This design comes from an exercise in tuning for small area, a short achievable clock period and few clock cycles per item on the open sky130 flow, not from production work.
In this exercise RTL edits were held to simulation tests only and were not proved equivalent to the original.

==> branch pepper: inputs <==
// gcd
module gcd(opa, opb, start, resetn, clk, result, done);
input wire [31:0] opa;
input wire [31:0] opb;
input wire start, resetn;
input wire clk;
output wire [31:0] result;
output wire done;
reg  [31:0] A, B;
reg  [4:0]  k;
reg         rest;        
reg         sc;          
reg         run_reg;
reg         done_reg;
reg         start_reg;
reg         first;       
wire done_now;
assign result = B;
assign done   = done_reg | done_now;
wire init  = start & ~start_reg & (~run_reg | done_now);
wire st    = ~A[0] & ~B[0];                 
wire [31:0] X = sc ? 32'd0 : A;
wire [31:0] Y = A[0] ? B : 32'd0;
wire [31:0] xy_d;       
wire        xy_gt;      
wire        xy_same;    
absdiff ad0 (.x(X), .y(Y), .d(xy_d), .gt(xy_gt), .eq(xy_same));
wire [3:0] xl = X[4:1] ^ Y[4:1];
wire s1 = ~st & ~xl[0] & (xl[1] | ~xl[2]);    
wire s2 = ~st & ~xl[0] & ~xl[1];              
wire [31:0] st1 = s1 ? {2'b0, xy_d[31:2]} : {1'b0, xy_d[31:1]};
wire [31:0] nA  = s2 ? {2'b0, st1[31:2]} : st1;
wire swap   = sc | ~(xy_gt | xy_same);
wire finish = run_reg & ~rest & xy_same;    
wire k1     = (k == 5'd1);
wire kz     = (k == 5'd0);
assign done_now = finish & ~sc & kz & ~first;
always @(posedge clk) begin
    if (init)
        A <= opa;
    else
        A <= nA;
end
wire b_rs   = rest | (finish & ~sc & ~kz);
wire b_ld   = init;
wire b_sh   = ~init & run_reg & b_rs;
wire b_sw   = ~init & run_reg & ~b_rs & swap;
wire b_st   = ~init & run_reg & ~rest & ~finish & st;
wire b_hold = ~(b_ld | b_sh | b_sw | b_st);
wire [31:0] nB = ({32{b_ld}} & opb) | ({32{b_sh}} & {B[30:0], 1'b0}) |
                 ({32{b_sw}} & A) | ({32{b_st}} & {1'b0, B[31:1]}) |
                 ({32{b_hold}} & B);
always @(posedge clk)
    B <= nB;
always @(posedge clk) begin
    if (init) begin
        k  <= 5'd0;
        sc <= opa[0] & ~opb[0];
    end else begin
        if (b_rs)
            k <= k - 5'd1;
        else if (st & ~finish)
            k <= k + 5'd1;
        sc <= st & A[1] & ~B[1];
    end
end
always @(posedge clk or negedge resetn) begin
    if (~resetn) begin
        run_reg   <= 1'b0;
        done_reg  <= 1'b0;
        start_reg <= 1'b0;
        rest      <= 1'b0;
        first     <= 1'b0;
    end else begin
        start_reg <= start;
        first     <= init;
        if (init) begin
            run_reg  <= 1'b1;
            done_reg <= 1'b0;
  ...
==> module gcd, before the edit <==
module gcd(opa, opb, start, resetn, clk, result, done);
input wire [31:0] opa;
input wire [31:0] opb;
input wire start, resetn;
input wire clk;
output wire [31:0] result;
output wire done;
reg  [31:0] A, B;
reg  [4:0]  k;
reg         rest;        
reg         sc;          
reg         run_reg;
reg         done_reg;
reg         start_reg;
reg         first;       
wire done_now;
assign result = B;
assign done   = done_reg | done_now;
wire init  = start & ~start_reg & (~run_reg | done_now);
wire st    = ~A[0] & ~B[0];                 
wire [31:0] X = sc ? 32'd0 : A;
wire [31:0] Y = A[0] ? B : 32'd0;
wire [31:0] xy_d;       
wire        xy_gt;      
wire        xy_same;    
absdiff ad0 (.x(X), .y(Y), .d(xy_d), .gt(xy_gt), .eq(xy_same));
wire [3:0] xl = X[4:1] ^ Y[4:1];
wire s1 = ~st & ~xl[0] & (xl[1] | ~xl[2]);    
wire s2 = ~st & ~xl[0] & ~xl[1];              
wire [31:0] st1 = s1 ? {2'b0, xy_d[31:2]} : {1'b0, xy_d[31:1]};
wire [31:0] nA  = s2 ? {2'b0, st1[31:2]} : st1;
wire swap   = sc | ~(xy_gt | xy_same);
wire finish = run_reg & ~rest & xy_same;    
wire k1     = (k == 5'd1);
wire kz     = (k == 5'd0);
assign done_now = finish & ~sc & kz & ~first;
always @(posedge clk) begin
    if (init)
        A <= opa;
    else
        A <= nA;
end
wire b_rs   = rest | (finish & ~sc & ~kz);
wire b_ld   = init;
wire b_sh   = ~init & run_reg & b_rs;
wire b_sw   = ~init & run_reg & ~b_rs & swap;
wire b_st   = ~init & run_reg & ~rest & ~finish & st;
wire b_hold = ~(b_ld | b_sh | b_sw | b_st);
wire [31:0] nB = ({32{b_ld}} & opb) | ({32{b_sh}} & {B[30:0], 1'b0}) |
                 ({32{b_sw}} & A) | ({32{b_st}} & {1'b0, B[31:1]}) |
                 ({32{b_hold}} & B);
always @(posedge clk)
    B <= nB;
always @(posedge clk) begin
    if (init) begin
        k  <= 5'd0;
        sc <= opa[0] & ~opb[0];
    end else begin
        if (b_rs)
            k <= k - 5'd1;
        else if (st & ~finish)
            k <= k + 5'd1;
        sc <= st & A[1] & ~B[1];
    end
end
always @(posedge clk or negedge resetn) begin
    if (~resetn) begin
        run_reg   <= 1'b0;
        done_reg  <= 1'b0;
        start_reg <= 1'b0;
        rest      <= 1'b0;
        first     <= 1'b0;
    end else begin
        start_reg <= start;
        first     <= init;
        if (init) begin
            run_reg  <= 1'b1;
            done_reg <= 1'b0;
            rest     <= 1'b0;
        end else if (run_reg) begin
            if ((finish & (kz | (k1 & ~sc))) | (rest & k1)) begin
                run_reg  <= 1'b0;
                done_reg <= 1'b1;
                rest     <= 1'b0;
            end else if (finish) begin
                rest     <= 1'b1;
            end
        end
    end
end
endmodule
clock: 4.0 ns
lec_check: 0
abc_area: 1
cap_margin: 20
core_margin: 2
core_utilization: 40
cts_buf_list: sky130_fd_sc_hd__clkbuf_4 sky130_fd_sc_hd__clkbuf_8
slew_margin: 20
standard.sh (not shown) runs the stock make flow with config.mk's settings and CLKGATE_MAP_FILE= SYNTH_SCRIPT=/design/flow/synth_recipe.tcl, a recipe that flattens the netlist after the stock synthesis.
==> flow/flow/run.sh <==
#!/bin/bash
set -e
export BUFFER_PORTS_ARGS="-buffer_cell sky130_fd_sc_hd__buf_1"
bash standard.sh > standard.log 2>&1
==> branch willow: changes against branch pepper <==
--- a/flow/design.v
+++ b/flow/design.v
@@ -3,94 +3,96 @@
 input wire [31:0] opa;
 input wire [31:0] opb;
 input wire start, resetn;
 input wire clk;
 output wire [31:0] result;
 output wire done;
 reg  [31:0] A, B;
 reg  [4:0]  k;
+reg         flag;        
 reg         rest;        
 reg         sc;          
+reg         ys;          
 reg         run_reg;
 reg         done_reg;
 reg         start_reg;
 reg         first;       
 wire done_now;
 assign result = B;
 assign done   = done_reg | done_now;
 wire init  = start & ~start_reg & (~run_reg | done_now);
-wire st    = ~A[0] & ~B[0];                 
 wire [31:0] X = sc ? 32'd0 : A;
-wire [31:0] Y = A[0] ? B : 32'd0;
+wire [31:0] Y = ys ? B : 32'd0;
 wire [31:0] xy_d;       
 wire        xy_gt;      
 wire        xy_same;    
 absdiff ad0 (.x(X), .y(Y), .d(xy_d), .gt(xy_gt), .eq(xy_same));
 wire [3:0] xl = X[4:1] ^ Y[4:1];
-wire s1 = ~st & ~xl[0] & (xl[1] | ~xl[2]);    
-wire s2 = ~st & ~xl[0] & ~xl[1];              
+wire force1 = sc & (flag | ~A[0]);
+wire s1 = ~force1 & ~xl[0] & (xl[1] | ~xl[2]);    
+wire s2 = ~force1 & ~xl[0] & ~xl[1];              
 wire [31:0] st1 = s1 ? {2'b0, xy_d[31:2]} : {1'b0, xy_d[31:1]};
 wire [31:0] nA  = s2 ? {2'b0, st1[31:2]} : st1;
+wire nA0 = force1 ? B[1] : (|xl);           
 wire swap   = sc | ~(xy_gt | xy_same);
-wire finish = run_reg & ~rest & xy_same;    
+wire finish = run_reg & ~rest & ~flag & xy_same;    
 wire k1     = (k == 5'd1);
 wire kz     = (k == 5'd0);
 assign done_now = finish & ~sc & kz & ~first;
+wire nflag = ~flag & ~A[0] & ~B[0];
+wire nsc   = nflag | (sc & ~A[0]);
 always @(posedge clk) begin
     if (init)
         A <= opa;
     else
         A <= nA;
 end
-wire b_rs   = rest | (finish & ~sc & ~kz);
 wire b_ld   = init;
-wire b_sh   = ~init & run_reg & b_rs;
-wire b_sw   = ~init & run_reg & ~b_rs & swap;
-wire b_st   = ~init & run_reg & ~rest & ~finish & st;
-wire b_hold = ~(b_ld | b_sh | b_sw | b_st);
+wire b_sh   = ~init & run_reg & (rest | (finish & ~sc & ~kz));
+wire b_sw   = ~init & run_reg & ~(rest | (finish & ~sc & ~kz)) & swap;
+wire b_hold = ~(b_ld | b_sh | b_sw);
 wire [31:0] nB = ({32{b_ld}} & opb) | ({32{b_sh}} & {B[30:0], 1'b0}) |
-                 ({32{b_sw}} & A) | ({32{b_st}} & {1'b0, B[31:1]}) |
-                 ({32{b_hold}} & B);
+                 ({32{b_sw}} & A) | ({32{b_hold}} & B);
 always @(posedge clk)
     B <= nB;
 always @(posedge clk) begin
     if (init) begin
-        k  <= 5'd0;
-        sc <= opa[0] & ~opb[0];
+        k    <= 5'd0;
+        flag <= 1'b0;
+        sc   <= ~opb[0];
+        ys   <= ~opb[0] | opa[0];
     end else begin
-        if (b_rs)
-            k <= k - 5'd1;
-        else if (st & ~finish)
-            k <= k + 5'd1;
-        sc <= st & A[1] & ~B[1];
+        if (rest | finish) begin
+            k    <= k - 5'd1;
+        end else begin
+            if (flag) k <= k + 5'd1;
+            flag <= nflag;
+        end
+        sc <= nsc;
+        ys <= nsc | nA0;
     end
+end
+always @(posedge clk) begin
+    first <= init;
+    rest  <= ~init & (rest | finish);
 end
 always @(posedge clk or negedge resetn) begin
     if (~resetn) begin
         run_reg   <= 1'b0;
         done_reg  <= 1'b0;
         start_reg <= 1'b0;
-        rest      <= 1'b0;
-        first     <= 1'b0;
     end else begin
         start_reg <= start;
-        first     <= init;
         if (init) begin
             run_reg  <= 1'b1;
             done_reg <= 1'b0;
-            rest     <= 1'b0;
-        end else if (run_reg) begin
-            if ((finish & (kz | (k1 & ~sc))) | (rest & k1)) begin
-                run_reg  <= 1'b0;
-                done_reg <= 1'b1;
-                rest     <= 1'b0;
-            end else if (finish) begin
-                rest     <= 1'b1;
-            end
+        end else if (run_reg & ((finish & (sc | kz | k1)) | (rest & k1))) begin
+            run_reg  <= 1'b0;
+            done_reg <= 1'b1;
         end
     end
 end
 endmodule
 module absdiff(x, y, d, gt, eq);
 input [31:0] x, y; output [31:0] d; output gt, eq;
 wire [31:0] g0 = x & ~y; wire [31:0] p0 = ~(x ^ y);
 wire g1_1 = g0[1] | (p0[1] & g0[0]); wire p1_1 = p0[1] & p0[0];
@@ -148,40 +150,40 @@
 wire g9_22 = g0[22] | (p0[22] & g8_21); wire p9_22 = p0[22] & p8_21;
 wire g9_24 = g0[24] | (p0[24] & g6_23); wire p9_24 = p0[24] & p6_23;
 wire g9_26 = g0[26] | (p0[26] & g8_25); wire p9_26 = p0[26] & p8_25;
 wire g9_28 = g0[28] | (p0[28] & g7_27); wire p9_28 = p0[28] & p7_27;
 wire g9_30 = g0[30] | (p0[30] & g8_29); wire p9_30 = p0[30] & p8_29;
 wire cin = g5_31;
 assign gt = cin; assign eq = p5_31;
 assign d[0] = 1'b0;
-assign d[1] = p0[1] ^ (cin ? (g0[0] | p0[0]) : ~g0[0]);
-assign d[2] = p0[2] ^ (cin ? (g1_1 | p1_1) : ~g1_1);
-assign d[3] = p0[3] ^ (cin ? (g9_2 | p9_2) : ~g9_2);
-assign d[4] = p0[4] ^ (cin ? (g2_3 | p2_3) : ~g2_3);
-assign d[5] = p0[5] ^ (cin ? (g9_4 | p9_4) : ~g9_4);
-assign d[6] = p0[6] ^ (cin ? (g8_5 | p8_5) : ~g8_5);
-assign d[7] = p0[7] ^ (cin ? (g9_6 | p9_6) : ~g9_6);
-assign d[8] = p0[8] ^ (cin ? (g3_7 | p3_7) : ~g3_7);
-assign d[9] = p0[9] ^ (cin ? (g9_8 | p9_8) : ~g9_8);
-assign d[10] = p0[10] ^ (cin ? (g8_9 | p8_9) : ~g8_9);
-assign d[11] = p0[11] ^ (cin ? (g9_10 | p9_10) : ~g9_10);
-assign d[12] = p0[12] ^ (cin ? (g7_11 | p7_11) : ~g7_11);
-assign d[13] = p0[13] ^ (cin ? (g9_12 | p9_12) : ~g9_12);
-assign d[14] = p0[14] ^ (cin ? (g8_13 | p8_13) : ~g8_13);
-assign d[15] = p0[15] ^ (cin ? (g9_14 | p9_14) : ~g9_14);
-assign d[16] = p0[16] ^ (cin ? (g4_15 | p4_15) : ~g4_15);
-assign d[17] = p0[17] ^ (cin ? (g9_16 | p9_16) : ~g9_16);
-assign d[18] = p0[18] ^ (cin ? (g8_17 | p8_17) : ~g8_17);
-assign d[19] = p0[19] ^ (cin ? (g9_18 | p9_18) : ~g9_18);
-assign d[20] = p0[20] ^ (cin ? (g7_19 | p7_19) : ~g7_19);
-assign d[21] = p0[21] ^ (cin ? (g9_20 | p9_20) : ~g9_20);
-assign d[22] = p0[22] ^ (cin ? (g8_21 | p8_21) : ~g8_21);
-assign d[23] = p0[23] ^ (cin ? (g9_22 | p9_22) : ~g9_22);
-assign d[24] = p0[24] ^ (cin ? (g6_23 | p6_23) : ~g6_23);
-assign d[25] = p0[25] ^ (cin ? (g9_24 | p9_24) : ~g9_24);
-assign d[26] = p0[26] ^ (cin ? (g8_25 | p8_25) : ~g8_25);
-assign d[27] = p0[27] ^ (cin ? (g9_26 | p9_26) : ~g9_26);
-assign d[28] = p0[28] ^ (cin ? (g7_27 | p7_27) : ~g7_27);
-assign d[29] = p0[29] ^ (cin ? (g9_28 | p9_28) : ~g9_28);
-assign d[30] = p0[30] ^ (cin ? (g8_29 | p8_29) : ~g8_29);
-assign d[31] = p0[31] ^ (cin ? (g9_30 | p9_30) : ~g9_30);
+assign d[1] = p0[1] ^ (g0[0] | (p0[0] & cin)) ^ ~cin;
+assign d[2] = p0[2] ^ (g1_1 | (p1_1 & cin)) ^ ~cin;
+assign d[3] = p0[3] ^ (g9_2 | (p9_2 & cin)) ^ ~cin;
+assign d[4] = p0[4] ^ (g2_3 | (p2_3 & cin)) ^ ~cin;
+assign d[5] = p0[5] ^ (g9_4 | (p9_4 & cin)) ^ ~cin;
+assign d[6] = p0[6] ^ (g8_5 | (p8_5 & cin)) ^ ~cin;
+assign d[7] = p0[7] ^ (g9_6 | (p9_6 & cin)) ^ ~cin;
+assign d[8] = p0[8] ^ (g3_7 | (p3_7 & cin)) ^ ~cin;
+assign d[9] = p0[9] ^ (g9_8 | (p9_8 & cin)) ^ ~cin;
+assign d[10] = p0[10] ^ (g8_9 | (p8_9 & cin)) ^ ~cin;
+assign d[11] = p0[11] ^ (g9_10 | (p9_10 & cin)) ^ ~cin;
+assign d[12] = p0[12] ^ (g7_11 | (p7_11 & cin)) ^ ~cin;
+assign d[13] = p0[13] ^ (g9_12 | (p9_12 & cin)) ^ ~cin;
+assign d[14] = p0[14] ^ (g8_13 | (p8_13 & cin)) ^ ~cin;
+assign d[15] = p0[15] ^ (g9_14 | (p9_14 & cin)) ^ ~cin;
+assign d[16] = p0[16] ^ (g4_15 | (p4_15 & cin)) ^ ~cin;
+assign d[17] = p0[17] ^ (g9_16 | (p9_16 & cin)) ^ ~cin;
+assign d[18] = p0[18] ^ (g8_17 | (p8_17 & cin)) ^ ~cin;
+assign d[19] = p0[19] ^ (g9_18 | (p9_18 & cin)) ^ ~cin;
+assign d[20] = p0[20] ^ (g7_19 | (p7_19 & cin)) ^ ~cin;
+assign d[21] = p0[21] ^ (g9_20 | (p9_20 & cin)) ^ ~cin;
+assign d[22] = p0[22] ^ (g8_21 | (p8_21 & cin)) ^ ~cin;
+assign d[23] = p0[23] ^ (g9_22 | (p9_22 & cin)) ^ ~cin;
+assign d[24] = p0[24] ^ (g6_23 | (p6_23 & cin)) ^ ~cin;
+assign d[25] = p0[25] ^ (g9_24 | (p9_24 & cin)) ^ ~cin;
+assign d[26] = p0[26] ^ (g8_25 | (p8_25 & cin)) ^ ~cin;
+assign d[27] = p0[27] ^ (g9_26 | (p9_26 & cin)) ^ ~cin;
+assign d[28] = p0[28] ^ (g7_27 | (p7_27 & cin)) ^ ~cin;
+assign d[29] = p0[29] ^ (g9_28 | (p9_28 & cin)) ^ ~cin;
+assign d[30] = p0[30] ^ (g8_29 | (p8_29 & cin)) ^ ~cin;
+assign d[31] = p0[31] ^ (g9_30 | (p9_30 & cin)) ^ ~cin;
 endmodule
==> flow/flow/run.sh (replaced) <==
#!/bin/bash
set -e
export BUFFER_PORTS_ARGS="-buffer_cell sky130_fd_sc_hd__buf_1"
export CTS_ARGS="-sink_clustering_enable -repair_clock_nets -buf_list {sky130_fd_sc_hd__clkbuf_4 sky130_fd_sc_hd__clkbuf_8} -dont_use_dummy_load"
bash standard.sh > standard.log 2>&1
- CTS_BUF_LIST: sky130_fd_sc_hd__clkbuf_4 sky130_fd_sc_hd__clkbuf_8 -> unset
- GPL_ROUTABILITY_DRIVEN: unset -> 0
- SETUP_SLACK_MARGIN: unset -> 0.5
==> branch xenon: changes against branch pepper <==
--- a/flow/design.v
+++ b/flow/design.v
@@ -3,70 +3,86 @@
 input wire [31:0] opa;
 input wire [31:0] opb;
 input wire start, resetn;
 input wire clk;
 output wire [31:0] result;
 output wire done;
 reg  [31:0] A, B;
 reg  [4:0]  k;
+reg         flag;        
 reg         rest;        
 reg         sc;          
+reg         ys;          
 reg         run_reg;
 reg         done_reg;
 reg         start_reg;
 reg         first;       
 wire done_now;
 assign result = B;
 assign done   = done_reg | done_now;
 wire init  = start & ~start_reg & (~run_reg | done_now);
-wire st    = ~A[0] & ~B[0];                 
 wire [31:0] X = sc ? 32'd0 : A;
-wire [31:0] Y = A[0] ? B : 32'd0;
+wire [31:0] Y = ys ? B : 32'd0;
 wire [31:0] xy_d;       
 wire        xy_gt;      
 wire        xy_same;    
 absdiff ad0 (.x(X), .y(Y), .d(xy_d), .gt(xy_gt), .eq(xy_same));
 wire [3:0] xl = X[4:1] ^ Y[4:1];
-wire s1 = ~st & ~xl[0] & (xl[1] | ~xl[2]);    
-wire s2 = ~st & ~xl[0] & ~xl[1];              
-wire [31:0] st1 = s1 ? {2'b0, xy_d[31:2]} : {1'b0, xy_d[31:1]};
-wire [31:0] nA  = s2 ? {2'b0, st1[31:2]} : st1;
+wire force1 = sc & (flag | ~A[0]);
+wire [1:0] sh = force1 ? 2'd0 :
+                xl[0] ? 2'd0 :
+                xl[1] ? 2'd1 :
+                xl[2] ? 2'd2 : 2'd3;
+reg  [31:0] nA;
+always @(*) begin
+    case (sh)
+        2'd0: nA = {1'b0, xy_d[31:1]};
+        2'd1: nA = {2'b0, xy_d[31:2]};
+        2'd2: nA = {3'b0, xy_d[31:3]};
+        default: nA = {4'b0, xy_d[31:4]};
+    endcase
+end
+wire nA0 = force1 ? B[1] : (|xl);           
 wire swap   = sc | ~(xy_gt | xy_same);
-wire finish = run_reg & ~rest & xy_same;    
+wire finish = run_reg & ~rest & ~flag & xy_same;    
 wire k1     = (k == 5'd1);
 wire kz     = (k == 5'd0);
 assign done_now = finish & ~sc & kz & ~first;
+wire nflag = ~flag & ~A[0] & ~B[0];
+wire nsc   = nflag | (sc & ~A[0]);
 always @(posedge clk) begin
     if (init)
         A <= opa;
     else
         A <= nA;
 end
-wire b_rs   = rest | (finish & ~sc & ~kz);
 wire b_ld   = init;
-wire b_sh   = ~init & run_reg & b_rs;
-wire b_sw   = ~init & run_reg & ~b_rs & swap;
-wire b_st   = ~init & run_reg & ~rest & ~finish & st;
-wire b_hold = ~(b_ld | b_sh | b_sw | b_st);
+wire b_sh   = ~init & run_reg & (rest | (finish & ~sc & ~kz));
+wire b_sw   = ~init & run_reg & ~(rest | (finish & ~sc & ~kz)) & swap;
+wire b_hold = ~(b_ld | b_sh | b_sw);
 wire [31:0] nB = ({32{b_ld}} & opb) | ({32{b_sh}} & {B[30:0], 1'b0}) |
-                 ({32{b_sw}} & A) | ({32{b_st}} & {1'b0, B[31:1]}) |
-                 ({32{b_hold}} & B);
+                 ({32{b_sw}} & A) | ({32{b_hold}} & B);
 always @(posedge clk)
     B <= nB;
 always @(posedge clk) begin
     if (init) begin
-        k  <= 5'd0;
-        sc <= opa[0] & ~opb[0];
+        k    <= 5'd0;
+        flag <= 1'b0;
+        sc   <= ~opb[0];
+        ys   <= ~opb[0] | opa[0];
     end else begin
-        if (b_rs)
-            k <= k - 5'd1;
-        else if (st & ~finish)
-            k <= k + 5'd1;
-        sc <= st & A[1] & ~B[1];
+        if (rest | finish) begin
+            k    <= k - 5'd1;
+        end else begin
+            if (flag) k <= k + 5'd1;
+            flag <= nflag;
+        end
+        sc <= nsc;
+        ys <= nsc | nA0;
     end
 end
 always @(posedge clk or negedge resetn) begin
     if (~resetn) begin
         run_reg   <= 1'b0;
         done_reg  <= 1'b0;
         start_reg <= 1'b0;
         rest      <= 1'b0;
@@ -74,17 +90,17 @@
     end else begin
         start_reg <= start;
         first     <= init;
         if (init) begin
             run_reg  <= 1'b1;
             done_reg <= 1'b0;
             rest     <= 1'b0;
         end else if (run_reg) begin
-            if ((finish & (kz | (k1 & ~sc))) | (rest & k1)) begin
+            if ((finish & (sc | kz | k1)) | (rest & k1)) begin
                 run_reg  <= 1'b0;
                 done_reg <= 1'b1;
                 rest     <= 1'b0;
             end else if (finish) begin
                 rest     <= 1'b1;
             end
         end
     end
==> flow/flow/run.sh (replaced) <==
#!/bin/bash
# The standard layout, with two changes:
#  - the smallest buffer (buf_1) on every port;
#  - synthesis maps the logic with flow/abc.script (the standard synthesis
#    script otherwise unchanged: same passes, flattening and renaming).
set -e
export BUFFER_PORTS_ARGS="-buffer_cell sky130_fd_sc_hd__buf_1"
export FLOW_ABC_SCRIPT="$PWD/flow/abc.script"
{
  echo 'proc abc {args} {'
  echo '  set i [lsearch -exact $args -script]'
  echo '  if {$i >= 0} { lset args [expr {$i + 1}] $::env(FLOW_ABC_SCRIPT) }'
  echo '  yosys abc {*}$args'
  echo '}'
  cat synth_recipe.tcl
} > flow_synth.tcl
bash standard.sh SYNTH_SCRIPT="$PWD/flow_synth.tcl" finish > standard.log 2>&1
==> flow/flow/abc.script (new file) <==
strash
dch -f
amap
topo
stime -c
buffer -c
upsize -c
dnsize -c
==> out/qor.txt <==
======================================================
Most frequent cell on the critical path .      nand2_1
Synthesized cell area ...................     6060 um2
Clock Skews .............................    0.0160 ns
Post-detailed-routing wire length .......     16900 um
Fin worst setup slack ...................     0.722 ns
Outcome .................................  no timing/DRC/antenna violations
======================================================
-- figures above: branch willow

==> out/qor.txt <==
================================================
Synthesized cell area .............     5640 um2
Fin worst setup slack .............   -0.0196 ns
Violated checks ................... setup timing
Clock Skews .......................    0.0158 ns
Biggest registers after layout .... A (32), B (32), k (5)
Count of final setup violators ....            1
Outcome ........................... complete, but fails checks
Post-detailed-routing wire length .     20000 um
================================================
-- figures above: branch xenon

==> out/qor.txt <==
=====================================================================
Most frequent cell on the critical path ................      nand2_1
Clock Skews ............................................    0.0130 ns
Fin worst setup slack ..................................     0.477 ns
Category of the worst setup path capture point .........  output port
Worst R2R Start ........................................           sc
Initial cell density of the core .......................        40.8%
Number of buffers inserted during clock tree synthesis .            9
Outcome ................................................  no timing/DRC/antenna violations
Post-detailed-routing wire length ......................     19100 um
Synthesized cell area ..................................     6460 um2
=====================================================================
-- figures above: branch pepper

Testbench counts of branch pepper, summed over its fixed seeds: cycles 164,847, items 8,000.
Testbench counts of branch willow, summed over its fixed seeds: cycles 169,285, items 8,000.
Testbench counts of branch xenon, summed over its fixed seeds: cycles 169,285, items 8,000.

[static timing again, ports no longer ideal]
Ports are ideal in the flow. The routed layouts listed here were re-timed in OpenROAD. Step 1 (the two cells are an assumption about what drives the block):
set clk [get_ports {clk}]
set_driving_cell -lib_cell sky130_fd_sc_hd__clkbuf_16 $clk
set_driving_cell -lib_cell sky130_fd_sc_hd__buf_2 [delete_from_list [all_inputs] $clk]
Step 2 adds t to the input delays and takes it off the output delays; t is the mean of the earliest and latest rising clock arrival at the registers after step 1. Input paths then give back, and output paths get back, about the clock's delay inside the block. Three values: ideal, step 1, step 2; two values: the first two.
| run | t (ns) | slack for setup (ns) | worst setup path at the end | clock arrival spread, ns | worst register clock-pin slew, ns |
|---|---|---|---|---|---|
| branch pepper | 0.416 | 0.477 / 0.439 / 0.520 | register to register | 0.013 / 0.013 | 0.08 / 0.08 |
| branch willow | 0.406 | 0.722 / 0.686 / 0.801 | register to register | 0.016 / 0.016 | 0.08 / 0.08 |
| branch xenon | 0.419 | -0.020 / -0.057 / 0.104 | register to register | 0.016 / 0.016 | 0.09 / 0.09 |
